Source: an optimization exercise on an open RTL-to-GDS flow (aim: small area and a short achievable clock period). Production flows keep margins and buffers that such runs may drop. Where RTL was checked, it was by simulation tests only, not by an equivalence proof against the original. Power and IR drop assume default switching activity.

==> inputs of wip/zinc <==
==> flow/design.v (excerpt) <==
module fir_filter #(
    parameter DATA_WIDTH = 16,
    parameter TAPS       = 8
)(
    input  wire                      clk,
    input  wire                      rst,
    input  wire [DATA_WIDTH-1:0]     s_axis_tdata,
    input  wire                      s_axis_tvalid,
    output wire                      s_axis_tready,   
    input  wire                      s_axis_tlast,
    output reg  [DATA_WIDTH-1:0]     m_axis_tdata,
    output reg                       m_axis_tvalid,
    input  wire                      m_axis_tready,   
    output reg                       m_axis_tlast
);
==> module fir_filter, before the edit <==
module fir_filter #(
    parameter DATA_WIDTH = 16,
    parameter TAPS       = 8
)(
    input  wire                      clk,
    input  wire                      rst,
    input  wire [DATA_WIDTH-1:0]     s_axis_tdata,
    input  wire                      s_axis_tvalid,
    output wire                      s_axis_tready,   
    input  wire                      s_axis_tlast,
    output reg  [DATA_WIDTH-1:0]     m_axis_tdata,
    output reg                       m_axis_tvalid,
    input  wire                      m_axis_tready,   
    output reg                       m_axis_tlast
);
    reg [15:0] s0, s1, t, r1, r2, r3, r4, r5, r6;
    reg       ready;
    reg [2:0] flush_count;
    assign s_axis_tready = ready;
    wire step = s_axis_tvalid | !ready;
    wire [15:0] x = ready ? s_axis_tdata : 16'd0;
    wire [15:0] y, nt, n1, n2, n3, n4, n5;
    fir_add3 #(15) a_y (.a(s0[14:0]), .b({s1[13:0], 1'b0}), .c(r1[15:1]), .s(y[15:1]));
    assign y[0] = r1[0];
    fir_add #(15) a_t (.a(s0[14:0]), .b(s0[15:1]), .s(nt[15:1]));
    assign nt[0] = s0[0];
    fir_add #(15) a_1 (.a(t[14:0]), .b(r2[15:1]), .s(n1[15:1]));
    assign n1[0] = r2[0];
    fir_add #(13) a_2 (.a(s1[12:0]), .b(r3[15:3]), .s(n2[15:3]));
    assign n2[2:0] = r3[2:0];
    fir_add #(15) a_3 (.a(t[14:0]), .b(r4[15:1]), .s(n3[15:1]));
    assign n3[0] = r4[0];
    fir_add #(14) a_4 (.a(s1[13:0]), .b(r5[15:2]), .s(n4[15:2]));
    assign n4[1:0] = r5[1:0];
    fir_add #(15) a_5 (.a(s1[14:0]), .b(r6[15:1]), .s(n5[15:1]));
    assign n5[0] = r6[0];
    always @(posedge clk) begin
        m_axis_tdata <= y;
        if (rst) begin
            s0 <= 0; s1 <= 0; t <= 0;
            r1 <= 0; r2 <= 0; r3 <= 0; r4 <= 0; r5 <= 0; r6 <= 0;
        end else if (step) begin
            s0 <= x;
            s1 <= s0;
            t  <= nt;
            r1 <= n1;
            r2 <= n2;
            r3 <= n3;
            r4 <= n4;
            r5 <= n5;
            r6 <= s1;
        end
        if (rst) begin
            m_axis_tvalid <= 0;
            m_axis_tlast  <= 0;
            ready         <= 1;
            flush_count   <= 0;
        end else begin
            m_axis_tvalid <= step;
            m_axis_tlast  <= !ready && flush_count == 0;
            if (ready) begin
                if (s_axis_tvalid && s_axis_tlast) begin
                    ready       <= 0;
                    flush_count <= 3'd7;
                end
            end else begin
                if (flush_count == 0)
                    ready <= 1;
                flush_count <= flush_count - 1'b1;
            end
        end
    end
endmodule
==> module fir_add, before the edit <==
module fir_add #(
    parameter W = 16
)(
    input  wire [W-1:0] a,
    input  wire [W-1:0] b,
    output wire [W-1:0] s
);
    localparam L = $clog2(W);
    wire [W-1:0] g [0:L];
    wire [W-1:0] p [0:L];
    assign g[0] = a & b;
    assign p[0] = a ^ b;
    genvar l, i;
    generate
        for (l = 0; l < L; l = l + 1) begin : lvl
            for (i = 0; i < W; i = i + 1) begin : bt
                if ((i >> l) & 1) begin : merge
                    localparam integer J = ((i >> l) << l) - 1;
                    assign g[l+1][i] = g[l][i] | (p[l][i] & g[l][J]);
                    assign p[l+1][i] = p[l][i] & p[l][J];
                end else begin : pass
                    assign g[l+1][i] = g[l][i];
                    assign p[l+1][i] = p[l][i];
                end
            end
        end
    endgenerate
    assign s = p[0] ^ {g[L][W-2:0], 1'b0};
endmodule
==> module fir_add3, before the edit <==
module fir_add3 #(
    parameter W = 16
)(
    input  wire [W-1:0] a,
    input  wire [W-1:0] b,
    input  wire [W-1:0] c,
    output wire [W-1:0] s
);
    wire [W-1:0] hs = a ^ b ^ c;
    wire [W-1:0] hc = (a & b) | (a & c) | (b & c);
    fir_add #(W) add (.a(hs), .b({hc[W-2:0], 1'b0}), .s(s));
endmodule
==> flow/config.mk <==
export PLATFORM = sky130hd
export DESIGN_NAME = fir_filter
export DESIGN_NICKNAME = fir_filter
export VERILOG_FILES = /design/flow/design.v
export SDC_FILE = /design/flow/constraint.sdc
export NUM_CORES = 4
export LEC_CHECK = 0
export ABC_AREA = 1
export CAP_MARGIN = 20
export CORE_MARGIN = 2
export CORE_UTILIZATION = 40
export SETUP_SLACK_MARGIN = 4.7
export SLEW_MARGIN = 20
export TNS_END_PERCENT = 10
export BUFFER_PORTS_ARGS = -buffer_cell sky130_fd_sc_hd__buf_2
export CTS_ARGS = -sink_clustering_enable -repair_clock_nets -dont_use_dummy_load -sink_clustering_size 30 -buf_list sky130_fd_sc_hd__clkbuf_8
==> flow/constraint.sdc <==
create_clock -name core_clock -period 7.0 [get_ports {clk}]
set_input_delay 1.4000 -clock core_clock [delete_from_list [all_inputs] [get_ports {clk}]]
set_output_delay 1.4000 -clock core_clock [all_outputs]
set_load 0.01 [all_outputs]
standard.sh (not shown) runs the stock make flow with config.mk's settings and CLKGATE_MAP_FILE= SYNTH_SCRIPT=/design/flow/synth_recipe.tcl, a recipe that flattens the netlist after the stock synthesis.
==> flow/flow/run.sh <==
#!/bin/bash
# Standard ORFS layout, except: the port buffers are plain buffers (buf_2)
# instead of delay cells, the resizer may swap a cell for one of another
# footprint, and CTS adds no dummy loads to balance the clock tree.
# ORFS keeps each step's own log under orfs/logs; make's output goes to layout.log.
set -euo pipefail
cat >> config.mk <<'EOC'
export BUFFER_PORTS_ARGS = -buffer_cell sky130_fd_sc_hd__buf_2
export CTS_ARGS = -sink_clustering_enable -repair_clock_nets -dont_use_dummy_load -sink_clustering_size 30 -buf_list sky130_fd_sc_hd__clkbuf_8
EOC
bash standard.sh MATCH_CELL_FOOTPRINT=0 finish > layout.log 2>&1
==> wip/pepper (differences from wip/zinc) <==
==> flow/design.v (replaced) <==
`timescale 1ns/1ps
module fir_filter #(
    parameter DATA_WIDTH = 16,
    parameter TAPS       = 8
)(
    input  wire                      clk,
    input  wire                      rst,
    input  wire [DATA_WIDTH-1:0]     s_axis_tdata,
    input  wire                      s_axis_tvalid,
    output wire                      s_axis_tready,   
    input  wire                      s_axis_tlast,
    output reg  [DATA_WIDTH-1:0]     m_axis_tdata,
    output reg                       m_axis_tvalid,
    input  wire                      m_axis_tready,   
    output reg                       m_axis_tlast
);
    reg [15:0] s0, b1, b2, b3, b4, b5, b6, b7;
    reg       flushing;
    reg [2:0] flush_count;
    assign s_axis_tready = !flushing;
    wire step = s_axis_tvalid | flushing;
    wire [15:0] x = flushing ? 16'd0 : s_axis_tdata;
    wire [15:0] s0x2 = {s0[14:0], 1'b0};
    wire [15:0] s0x4 = {s0[13:0], 2'b0};
    wire [15:0] s0x8 = {s0[12:0], 3'b0};
    always @(posedge clk) begin
        m_axis_tdata <= s0x2 + b1;
        if (rst) begin
            s0 <= 0; b1 <= 0; b2 <= 0; b3 <= 0;
            b4 <= 0; b5 <= 0; b6 <= 0; b7 <= 0;
        end else if (step) begin
            s0 <= x;
            b1 <= s0x4 + b2;
            b2 <= s0x4 + s0x2 + b3;
            b3 <= s0x8 + b4;
            b4 <= s0x4 + s0x2 + b5;
            b5 <= s0x4 + b6;
            b6 <= s0x2 + b7;
            b7 <= s0;
        end
        if (rst) begin
            m_axis_tvalid <= 0;
            m_axis_tlast  <= 0;
            flushing      <= 0;
            flush_count   <= 0;
        end else begin
            m_axis_tvalid <= step;
            m_axis_tlast  <= flushing && flush_count == 0;
            if (!flushing) begin
                if (s_axis_tvalid && s_axis_tlast) begin
                    flushing    <= 1;
                    flush_count <= 3'd7;
                end
            end else begin
                if (flush_count == 0)
                    flushing <= 0;
                flush_count <= flush_count - 1'b1;
            end
        end
    end
endmodule
==> flow/run.sh (new file) <==
#!/bin/bash
# synth_recipe.tcl (not shown) runs the flow's synth.tcl, then flattens the netlist and writes it again
# the make line also repeats each setting of config.mk as NAME=value (left out here)
make -C /OpenROAD-flow-scripts/flow DESIGN_CONFIG=/design/flow/config.mk WORK_HOME=/design/flow/orfs CLKGATE_MAP_FILE= SYNTH_SCRIPT=/design/flow/synth_recipe.tcl finish
ABC_AREA = unset   (was 1)
ABC_CLOCK_PERIOD_IN_PS = 2500   (was unset)
BUFFER_PORTS_ARGS = unset   (was -buffer_cell sky130_fd_sc_hd__buf_2)
CTS_ARGS = unset   (was -sink_clustering_enable -repair_clock_nets -dont_use_dummy_load -sink_clustering_size 30 -buf_list sky130_fd_sc_hd__clkbuf_8)
SETUP_SLACK_MARGIN = 4.5   (was 4.7)
TNS_END_PERCENT = unset   (was 10)
removed: flow/flow/run.sh
removed: flow/standard.sh
==> wip/yarrow (differences from wip/zinc) <==
--- a/flow/design.v
+++ b/flow/design.v
@@ -17,7 +17,7 @@
     reg [15:0] s0, s1, t, r1, r2, r3, r4, r5, r6;
-    reg       ready;
+    reg       flushing;
     reg [2:0] flush_count;
-    assign s_axis_tready = ready;
-    wire step = s_axis_tvalid | !ready;
-    wire [15:0] x = ready ? s_axis_tdata : 16'd0;
+    assign s_axis_tready = !flushing;
+    wire step = s_axis_tvalid | flushing;
+    wire [15:0] x = flushing ? 16'd0 : s_axis_tdata;
     wire [15:0] y, nt, n1, n2, n3, n4, n5;
@@ -56,3 +56,3 @@
             m_axis_tlast  <= 0;
-            ready         <= 1;
+            flushing      <= 0;
             flush_count   <= 0;
@@ -60,6 +60,6 @@
             m_axis_tvalid <= step;
-            m_axis_tlast  <= !ready && flush_count == 0;
-            if (ready) begin
+            m_axis_tlast  <= flushing && flush_count == 0;
+            if (!flushing) begin
                 if (s_axis_tvalid && s_axis_tlast) begin
-                    ready       <= 0;
+                    flushing    <= 1;
                     flush_count <= 3'd7;
@@ -68,3 +68,3 @@
                 if (flush_count == 0)
-                    ready <= 1;
+                    flushing <= 0;
                 flush_count <= flush_count - 1'b1;
==> flow/run.sh (new file) <==
#!/bin/bash
# synth_recipe.tcl (not shown) runs the flow's synth.tcl, then flattens the netlist and writes it again
# the make line also repeats each setting of config.mk as NAME=value (left out here)
make -C /OpenROAD-flow-scripts/flow DESIGN_CONFIG=/design/flow/config.mk WORK_HOME=/design/flow/orfs CLKGATE_MAP_FILE= SYNTH_SCRIPT=/design/flow/synth_recipe.tcl finish
ABC_AREA = unset   (was 1)
ABC_CLOCK_PERIOD_IN_PS = 2500   (was unset)
BUFFER_PORTS_ARGS = unset   (was -buffer_cell sky130_fd_sc_hd__buf_2)
CTS_ARGS = unset   (was -sink_clustering_enable -repair_clock_nets -dont_use_dummy_load -sink_clustering_size 30 -buf_list sky130_fd_sc_hd__clkbuf_8)
CTS_BUF_LIST = sky130_fd_sc_hd__clkbuf_8   (was unset)
CTS_CLUSTER_SIZE = 30   (was unset)
SETUP_SLACK_MARGIN = 4.5   (was 4.7)
TNS_END_PERCENT = unset   (was 10)
removed: flow/flow/run.sh
removed: flow/standard.sh
==> comparison table <==
| item | wip/zinc | wip/pepper | wip/yarrow |
|---|---|---|---|
| Crit path time final | 2.40 ns | 3.64 ns | 2.57 ns |
| Post-cts gate resize count | 53 | 122 | 93 |
| Internal power | 1540 uW | 1760 uW | 1510 uW |
| Max_slew headroom | 53.3% | 49.3% | 59.9% |
| Post-Synthesis Cells | 1,291 | 1,120 | 1,086 |
| Combinational power share | 28.6% | 25.8% | 19.4% |
| Clock network fraction of total power | 22.7% | 36.1% | 32.5% |
| Outcome | timing/DRC/antenna clean | timing/DRC/antenna clean | timing/DRC/antenna clean |
| Reg-to-reg endpoint | m_axis_tdata[9]$_DFF_P_ | b2[15]$_SDFFE_PP0P_ | r5[9]$_SDFFE_PP0P_ |
| Maximum fanout encountered on the critical timing path | 2 | 4 | 6 |
| Clock tree root buffer cell | sky130_fd_sc_hd__clkbuf_8 | sky130_fd_sc_hd__clkbuf_16 | sky130_fd_sc_hd__clkbuf_8 |
| Leak Pwr | 0.00531 uW | 0.00535 uW | 0.00473 uW |
| Max Clk Rate | 417 MHz | 275 MHz | 389 MHz |
Only the layout flow was run in wip/pepper and wip/yarrow; the RTL was not checked for function there.

-- what the ideal ports hide --
The results above use ideal ports. As a check the final layouts listed here were re-extracted and re-timed, cells and wires unchanged.
Step 1 assumes that a clkbuf_16 drives the clock port and a buf_2 every other input.
Step 2, shift: input delay + t, output delay - t, t = (earliest + latest rising clock arrival at the registers) / 2. This alone moves slack from input paths to output paths.
Slacks: ideal ports / drivers / drivers and shift; pairs: ideal ports / drivers.
| run | shift t [ns] | setup WS [ns] | latest minus earliest clock arrival (ns) |
|---|---|---|---|
| wip/zinc | 0.484 | 4.605 / 4.605 / 4.236 | 0.042 / 0.043 |
| wip/pepper | 0.477 | 3.364 / 3.364 / 3.364 | 0.012 / 0.012 |
| wip/yarrow | 0.504 | 4.431 / 4.431 / 4.146 | 0.022 / 0.021 |
After both steps setup and hold are still met in every run listed. The setup slack of wip/zinc, which loses most, moves by 0.000 ns with the drivers and by -0.369 ns with both steps.
